Source: an optimization exercise on an open RTL-to-GDS flow (aim: small area and a short achievable clock period). Production flows keep margins and buffers that such runs may drop. Where RTL was checked, it was by simulation tests only, not by an equivalence proof against the original. No driver is modelled on the clock port, so clocking that relies on it looks cheaper here than on a real chip. Power is estimated from default activity; no workload was simulated.

==> flow/design.v (excerpt) <==
module fifo
#
(
	parameter		depth = 60,
	parameter		width = 8
)
(
	input				clk,
	input				rst_n,
	input				wr_en,
	input	[width-1:0]	data_in,
	input				rd_en,
	output	[width-1:0]	data_out,
	output				full,
	output				empty
);
Size in the first run: roughly 1200 cells after synthesis, about 22 I/O pins.
Settings: LEC_CHECK=0, CAP_MARGIN=20, CORE_MARGIN=2, CORE_UTILIZATION=65, CTS_CLUSTER_DIAMETER=60, CTS_CLUSTER_SIZE=30, SETUP_SLACK_MARGIN=1.5, SLEW_MARGIN=20; clock period 3.2 ns.
standard.sh (not shown) runs the stock make flow with config.mk's settings and CLKGATE_MAP_FILE= SYNTH_SCRIPT=/design/flow/synth_recipe.tcl, a recipe that flattens the netlist after the stock synthesis.
==> flow/flow/run.sh <==
#!/bin/bash
set -euo pipefail
export POST_CTS_TCL="$PWD/flow/post_cts.tcl"
bash standard.sh > standard.log 2>&1
==> flow/flow/post_cts.tcl <==
set block [ord::get_db_block]
set removed 0
foreach inst [$block getInsts] {
  if {![string match "clkbuf_0_*" [$inst getName]]} { continue }
  set in_net ""
  set out_net ""
  foreach it [$inst getITerms] {
    if {[$it isInputSignal]} { set in_net [$it getNet] }
    if {[$it isOutputSignal]} { set out_net [$it getNet] }
  }
  if {$in_net eq "" || $out_net eq "" || [$in_net getName] ne "clk"} { continue }
  set loads {}
  foreach it [$out_net getITerms] {
    if {[$it getInst] ne $inst} { lappend loads $it }
  }
  set port_loads 0
  foreach it [$in_net getITerms] { incr port_loads }
  set after [expr {$port_loads - 1 + [llength $loads]}]
  if {$after > 4} {
    puts "post_cts: keeping [$inst getName]: the clock port would drive $after pins"
    continue
  }
  puts "post_cts: removing [$inst getName] ([[$inst getMaster] getName]); the clock port now drives $after pins"
  foreach it $loads {
    $it disconnect
    $it connect $in_net
  }
  foreach it [$inst getITerms] { $it disconnect }
  odb::dbInst_destroy $inst
  odb::dbNet_destroy $out_net
  incr removed
}
if {$removed} {
  estimate_parasitics -placement
  repair_timing_helper
  detailed_placement
  check_placement -verbose
  report_clock_latency
}
==> next run, changes <==
--- a/flow/design.v
+++ b/flow/design.v
@@ -14,22 +14,24 @@
 	output	[width-1:0]	data_out,
 	output				full,
 	output				empty
 );
 localparam		rows = depth / 4;		 
 reg	[width-1:0]	bank0	[rows-1:0];
 reg	[width-1:0]	bank1	[rows-1:0];
 reg	[width-1:0]	bank2	[rows-1:0];
 reg	[width-1:0]	bank3	[rows-1:0];
 reg	[3:0]		wb;				 
 reg	[3:0]		rb;				 
+reg	[3:0]		wen;			 
+reg	[3:0]		pk;				 
 reg	[3:0]		n0, n1, n2, n3;	 
 reg	[5:0]		count;			 
 reg				one;			 
 reg				most;			 
 reg				full_o;			 
 reg				nempty_o;		 
 reg				full_i;			 
 reg				nempty;			 
 reg	[3:0]		s0, s1, s2, s3;	 
 reg	[1:0]		sn0, sn1, sn2, sn3;	 
 reg	[width-1:0]	bq0, bq1, bq2, bq3;	 
@@ -109,52 +111,56 @@
 	input [3:0] n;
 	input       up;
 	input       dn;
 	begin
 		count_k = (up & ~dn) ? inc4(n) : (dn & ~up) ? dec4(n) : n;
 	end
 endfunction
 wire			push = wr_en & ~full_i;
 wire			pop  = rd_en & nempty;
 wire			up   = push & ~pop;		 
 wire			dn   = pop & ~push;		 
-wire	[3:0]	wr_k = { 4{ push}} & wb;		 
-wire	[3:0]	rd_k = { 4{ pop}}  & rb;		 
+wire	[3:0]	wr_k = { 4{ wr_en}} & wen;		 
+wire	[3:0]	rd_k = { 4{ rd_en}} & pk;		 
 wire	[3:0]	wb_n = push ? { wb[2:0], wb[3]} : wb;
 wire	[3:0]	rb_n = pop  ? { rb[2:0], rb[3]} : rb;
 wire	[3:0]	n0_n = count_k(n0, wr_k[0], rd_k[0]);
 wire	[3:0]	n1_n = count_k(n1, wr_k[1], rd_k[1]);
 wire	[3:0]	n2_n = count_k(n2, wr_k[2], rd_k[2]);
 wire	[3:0]	n3_n = count_k(n3, wr_k[3], rd_k[3]);
 wire			empty_n = push ? 1'b0 : (pop ? one : ~nempty);
 wire			full_n  = pop  ? 1'b0 : (push ? most : full_i);
 wire			fresh_n = push & (~nempty | (pop & one));
 always@(posedge clk or negedge rst_n)
 begin
 	if(!rst_n) begin
 		wb       <= 4'b0001;
 		rb       <= 4'b0001;
+		wen      <= 4'b0001;
+		pk       <= 4'b0000;
 		n0       <= 4'd0;
 		n1       <= 4'd0;
 		n2       <= 4'd0;
 		n3       <= 4'd0;
 		count    <= 6'd0;
 		one      <= 1'b0;
 		most     <= 1'b0;
 		full_o   <= 1'b0;
 		nempty_o <= 1'b0;
 		full_i   <= 1'b0;
 		nempty   <= 1'b0;
 	end else begin
 		wb       <= wb_n;
 		rb       <= rb_n;
+		wen      <= full_n ? 4'b0000 : wb_n;
+		pk       <= empty_n ? 4'b0000 : rb_n;
 		n0       <= n0_n;
 		n1       <= n1_n;
 		n2       <= n2_n;
 		n3       <= n3_n;
 		if(up)
 			count <= inc6(count);
 		else if(dn)
 			count <= dec6(count);
 		one      <= up ? ~nempty : dn ? (count == 6'd2) : one;
 		most     <= up ? (count == depth-2) : dn ? full_i : most;
 		full_o   <= ~pop & (push ? most : full_o);
After rerunning:
- The new run passed the timing, design-rule and antenna checks
- clock power shrinks by a few percent
- sequential power grows by a few percent
- via count shrinks slightly
- die area grows slightly
- power grows by a few percent
- clock skew grows by 7.2 ps
- wire length barely changes
- first-iteration DRC count grows slightly
- flip-flop and latch count grows by 8
- combinational power grows to 3.0 times its value
- sequential share of layout area barely changes
- design area grows slightly
- maximum frequency shrinks by a few percent
The RTL of the second run of this note was laid out without a check of its function.

fifo, a different RTL version from the one above (not shown whole).
Size in the first run: ~990 cells after synthesis, ~560 flip-flops, ~22 I/O pins.
==> module fifo, before the edit <==
module fifo
#
(
	parameter		depth = 60,
	parameter		width = 8
)
(
	input				clk,
	input				rst_n,
	input				wr_en,
	input	[width-1:0]	data_in,
	input				rd_en,
	output	[width-1:0]	data_out,
	output				full,
	output				empty
);
localparam		rows = depth / 4;		 
reg	[width-1:0]	bank0	[rows-1:0];
reg	[width-1:0]	bank1	[rows-1:0];
reg	[width-1:0]	bank2	[rows-1:0];
reg	[width-1:0]	bank3	[rows-1:0];
reg	[1:0]		wbank;			 
reg	[1:0]		rbank;			 
reg	[3:0]		n0, n1, n2, n3;	 
reg				full_o;			 
reg				nempty_o;		 
reg				full_i;			 
reg				nempty;			 
reg	[width-1:0]	bq0, bq1, bq2, bq3;	 
reg	[width-1:0]	last_in;		 
reg				fresh;			 
reg	[3:0]		osel;			 
reg	[width-1:0]	rdata;
wire			push = wr_en & ~full_i;
wire			pop  = rd_en & nempty;
wire	[3:0]	wr_k = { 4{ push}} & (4'b0001 << wbank);	 
wire	[3:0]	rd_k = { 4{ pop}}  & (4'b0001 << rbank);	 
wire	[1:0]	wbank_n = push ? wbank + 2'd1 : wbank;
wire	[1:0]	rbank_n = pop  ? rbank + 2'd1 : rbank;
wire	[3:0]	n_r = (rbank == 2'd0) ? n0 : (rbank == 2'd1) ? n1 : (rbank == 2'd2) ? n2 : n3;
wire	[3:0]	n_w = (wbank == 2'd0) ? n0 : (wbank == 2'd1) ? n1 : (wbank == 2'd2) ? n2 : n3;
wire			one  = (wbank == rbank + 2'd1) && (n_r == 4'd1);
wire			most = (rbank == wbank + 2'd1) && (n_w == rows-1);
wire			empty_n = push ? 1'b0 : (pop ? one : ~nempty);
wire			full_n  = pop  ? 1'b0 : (push ? most : full_i);
wire			fresh_n = push & (~nempty | (pop & one));
function [3:0] count_k;
	input [3:0] n;
	input       up;
	input       dn;
	begin
		count_k = (up & ~dn) ? n + 4'd1 : (dn & ~up) ? n - 4'd1 : n;
	end
endfunction
always@(posedge clk or negedge rst_n)
begin
	if(!rst_n) begin
		wbank    <= 2'd0;
		rbank    <= 2'd0;
		n0       <= 4'd0;
		n1       <= 4'd0;
		n2       <= 4'd0;
		n3       <= 4'd0;
		full_o   <= 1'b0;
		nempty_o <= 1'b0;
		full_i   <= 1'b0;
		nempty   <= 1'b0;
	end else begin
		wbank    <= wbank_n;
		rbank    <= rbank_n;
		n0       <= count_k(n0, wr_k[0], rd_k[0]);
		n1       <= count_k(n1, wr_k[1], rd_k[1]);
		n2       <= count_k(n2, wr_k[2], rd_k[2]);
		n3       <= count_k(n3, wr_k[3], rd_k[3]);
		full_o   <= ~pop & (push ? most : full_o);
		nempty_o <= push | (pop ? ~one : nempty_o);
		full_i   <= full_n;
		nempty   <= ~empty_n;
	end
end
integer i;
always@(posedge clk)
begin
	if(wr_k[0]) begin
		for(i = rows-1; i > 0; i = i - 1)
			bank0[i] <= bank0[i-1];
		bank0[0] <= data_in;
	end
	if(wr_k[1]) begin
		for(i = rows-1; i > 0; i = i - 1)
			bank1[i] <= bank1[i-1];
		bank1[0] <= data_in;
	end
	if(wr_k[2]) begin
		for(i = rows-1; i > 0; i = i - 1)
			bank2[i] <= bank2[i-1];
		bank2[0] <= data_in;
	end
	if(wr_k[3]) begin
		for(i = rows-1; i > 0; i = i - 1)
			bank3[i] <= bank3[i-1];
		bank3[0] <= data_in;
	end
end
wire	[16*width-1:0]	flat0, flat1, flat2, flat3;
genvar g;
generate
	for(g = 0; g < 16; g = g + 1) begin : flat
		assign flat0[g*width +: width] = bank0[(g == 0) ? 0 : g-1];
		assign flat1[g*width +: width] = bank1[(g == 0) ? 0 : g-1];
		assign flat2[g*width +: width] = bank2[(g == 0) ? 0 : g-1];
		assign flat3[g*width +: width] = bank3[(g == 0) ? 0 : g-1];
	end
endgenerate
wire	[width-1:0]	rd0 = flat0[n0*width +: width];
wire	[width-1:0]	rd1 = flat1[n1*width +: width];
wire	[width-1:0]	rd2 = flat2[n2*width +: width];
wire	[width-1:0]	rd3 = flat3[n3*width +: width];
always@(posedge clk)
begin
	bq0     <= rd0;
	bq1     <= rd1;
	bq2     <= rd2;
	bq3     <= rd3;
	last_in <= data_in;
	fresh   <= fresh_n;
	osel    <= fresh_n ? 4'b0000 : (4'b0001 << rbank_n);
end
always@(posedge clk)
begin
	rdata <= ({ width{ fresh}} & last_in)
	       | ({ width{ osel[0]}} & bq0) | ({ width{ osel[1]}} & bq1)
	       | ({ width{ osel[2]}} & bq2) | ({ width{ osel[3]}} & bq3);
end
assign	data_out = rdata;
assign	empty    = ~nempty_o;
assign	full     = full_o;
endmodule
Settings: LEC_CHECK=0, CAP_MARGIN=20, CORE_MARGIN=2, CORE_UTILIZATION=65, CTS_CLUSTER_DIAMETER=80, CTS_CLUSTER_SIZE=24, SETUP_SLACK_MARGIN=1.5, SLEW_MARGIN=20; clock period 3.2 ns.
run.sh (not shown) runs the stock make flow with config.mk's settings and CLKGATE_MAP_FILE= SYNTH_SCRIPT=/design/flow/synth_recipe.tcl, a recipe that flattens the netlist after the stock synthesis.
Stock flow here: none of the scripts above is used.
==> next run, changes <==
--- a/flow/design.v
+++ b/flow/design.v
@@ -27,6 +27,8 @@
 reg				nempty_o;		 
 reg				full_i;			 
 reg				nempty;			 
+reg	[3:0]		s0, s1, s2, s3;	 
+reg	[1:0]		sn0, sn1, sn2, sn3;	 
 reg	[width-1:0]	bq0, bq1, bq2, bq3;	 
 reg	[width-1:0]	last_in;		 
 reg				fresh;			 
@@ -38,10 +40,12 @@
 wire	[3:0]	rd_k = { 4{ pop}}  & (4'b0001 << rbank);	 
 wire	[1:0]	wbank_n = push ? wbank + 2'd1 : wbank;
 wire	[1:0]	rbank_n = pop  ? rbank + 2'd1 : rbank;
-wire	[3:0]	n_r = (rbank == 2'd0) ? n0 : (rbank == 2'd1) ? n1 : (rbank == 2'd2) ? n2 : n3;
-wire	[3:0]	n_w = (wbank == 2'd0) ? n0 : (wbank == 2'd1) ? n1 : (wbank == 2'd2) ? n2 : n3;
-wire			one  = (wbank == rbank + 2'd1) && (n_r == 4'd1);
-wire			most = (rbank == wbank + 2'd1) && (n_w == rows-1);
+wire	[3:0]	one_k  = { (n3 == 4'd1) && (n0 == 4'd0), (n2 == 4'd1) && (n3 == 4'd0),
+			   (n1 == 4'd1) && (n2 == 4'd0), (n0 == 4'd1) && (n1 == 4'd0)};
+wire	[3:0]	most_k = { (n3 == rows-1) && (n0 == rows), (n2 == rows-1) && (n3 == rows),
+			   (n1 == rows-1) && (n2 == rows), (n0 == rows-1) && (n1 == rows)};
+wire			one  = one_k[rbank];
+wire			most = most_k[wbank];
 wire			empty_n = push ? 1'b0 : (pop ? one : ~nempty);
 wire			full_n  = pop  ? 1'b0 : (push ? most : full_i);
 wire			fresh_n = push & (~nempty | (pop & one));
@@ -53,6 +57,10 @@
 		count_k = (up & ~dn) ? n + 4'd1 : (dn & ~up) ? n - 4'd1 : n;
 	end
 endfunction
+wire	[3:0]	n0_n = count_k(n0, wr_k[0], rd_k[0]);
+wire	[3:0]	n1_n = count_k(n1, wr_k[1], rd_k[1]);
+wire	[3:0]	n2_n = count_k(n2, wr_k[2], rd_k[2]);
+wire	[3:0]	n3_n = count_k(n3, wr_k[3], rd_k[3]);
 always@(posedge clk or negedge rst_n)
 begin
 	if(!rst_n) begin
@@ -69,10 +77,10 @@
 	end else begin
 		wbank    <= wbank_n;
 		rbank    <= rbank_n;
-		n0       <= count_k(n0, wr_k[0], rd_k[0]);
-		n1       <= count_k(n1, wr_k[1], rd_k[1]);
-		n2       <= count_k(n2, wr_k[2], rd_k[2]);
-		n3       <= count_k(n3, wr_k[3], rd_k[3]);
+		n0       <= n0_n;
+		n1       <= n1_n;
+		n2       <= n2_n;
+		n3       <= n3_n;
 		full_o   <= ~pop & (push ? most : full_o);
 		nempty_o <= push | (pop ? ~one : nempty_o);
 		full_i   <= full_n;
@@ -113,12 +121,24 @@
 		assign flat3[g*width +: width] = bank3[(g == 0) ? 0 : g-1];
 	end
 endgenerate
-wire	[width-1:0]	rd0 = flat0[n0*width +: width];
-wire	[width-1:0]	rd1 = flat1[n1*width +: width];
-wire	[width-1:0]	rd2 = flat2[n2*width +: width];
-wire	[width-1:0]	rd3 = flat3[n3*width +: width];
+wire	[3:0]	t0 = { s0[3:2], ~sn0};
+wire	[3:0]	t1 = { s1[3:2], ~sn1};
+wire	[3:0]	t2 = { s2[3:2], ~sn2};
+wire	[3:0]	t3 = { s3[3:2], ~sn3};
+wire	[width-1:0]	rd0 = { flat0[t0*width+4 +: 4], flat0[s0*width +: 4]};
+wire	[width-1:0]	rd1 = { flat1[t1*width+4 +: 4], flat1[s1*width +: 4]};
+wire	[width-1:0]	rd2 = { flat2[t2*width+4 +: 4], flat2[s2*width +: 4]};
+wire	[width-1:0]	rd3 = { flat3[t3*width+4 +: 4], flat3[s3*width +: 4]};
 always@(posedge clk)
 begin
+	s0      <= n0_n;
+	s1      <= n1_n;
+	s2      <= n2_n;
+	s3      <= n3_n;
+	sn0     <= ~n0_n[1:0];
+	sn1     <= ~n1_n[1:0];
+	sn2     <= ~n2_n[1:0];
+	sn3     <= ~n3_n[1:0];
 	bq0     <= rd0;
 	bq1     <= rd1;
 	bq2     <= rd2;
Outcome: Worst setup slack is better by 0.33 ns; wire length goes down by 6.2%; cell count goes up by 6.1%; sequential cell count goes up by 24; via count goes up by 5.8%; power goes down by 5.7%; core utilization goes down by 1.7 points; non-clock buffer count goes down by 56; critical path depth goes down by 8; global-route usage goes down by 1.8 points; die area goes up by 2.5%.
No run of this note included a check of the RTL's function; only the layout flow was run.

## re-timing with driven ports
The flow's constraints put no driver on any port. The routed layouts listed below were extracted and timed again, unchanged, in two steps.
Step 1: set_driving_cell puts a clkbuf_16 on clk and a buf_2 on each other input, an assumption about the parent block.
Step 2 times the ports against the registers' clock, not the clock port: input delays grow and output delays shrink by t, the midpoint of the rising clock arrivals with the driver on.
Slacks: ideal ports / drivers / drivers and shift; pairs: ideal ports / drivers.
run | t (ns) | setup slack, ns | worst data-port slew with drivers (ns) | cell pins on the clock port's net
the first run of note 1 | 0.470 | 1.557 / 1.512 / 1.170 | 0.03 | 4
the second run of note 1 | 0.462 | 1.472 / 1.471 / 1.105 | 0.07 | 4
the first run of note 2 | 0.606 | 1.070 / 1.070 / 0.572 | 0.09 | 1
the second run of note 2 | 0.621 | 1.405 / 1.354 / 0.937 | 0.05 | 1
After both steps every run listed still meets setup and hold. The setup slack of the first run of note 2, which loses most, moves by 0.000 ns with the drivers and by -0.498 ns with both steps.
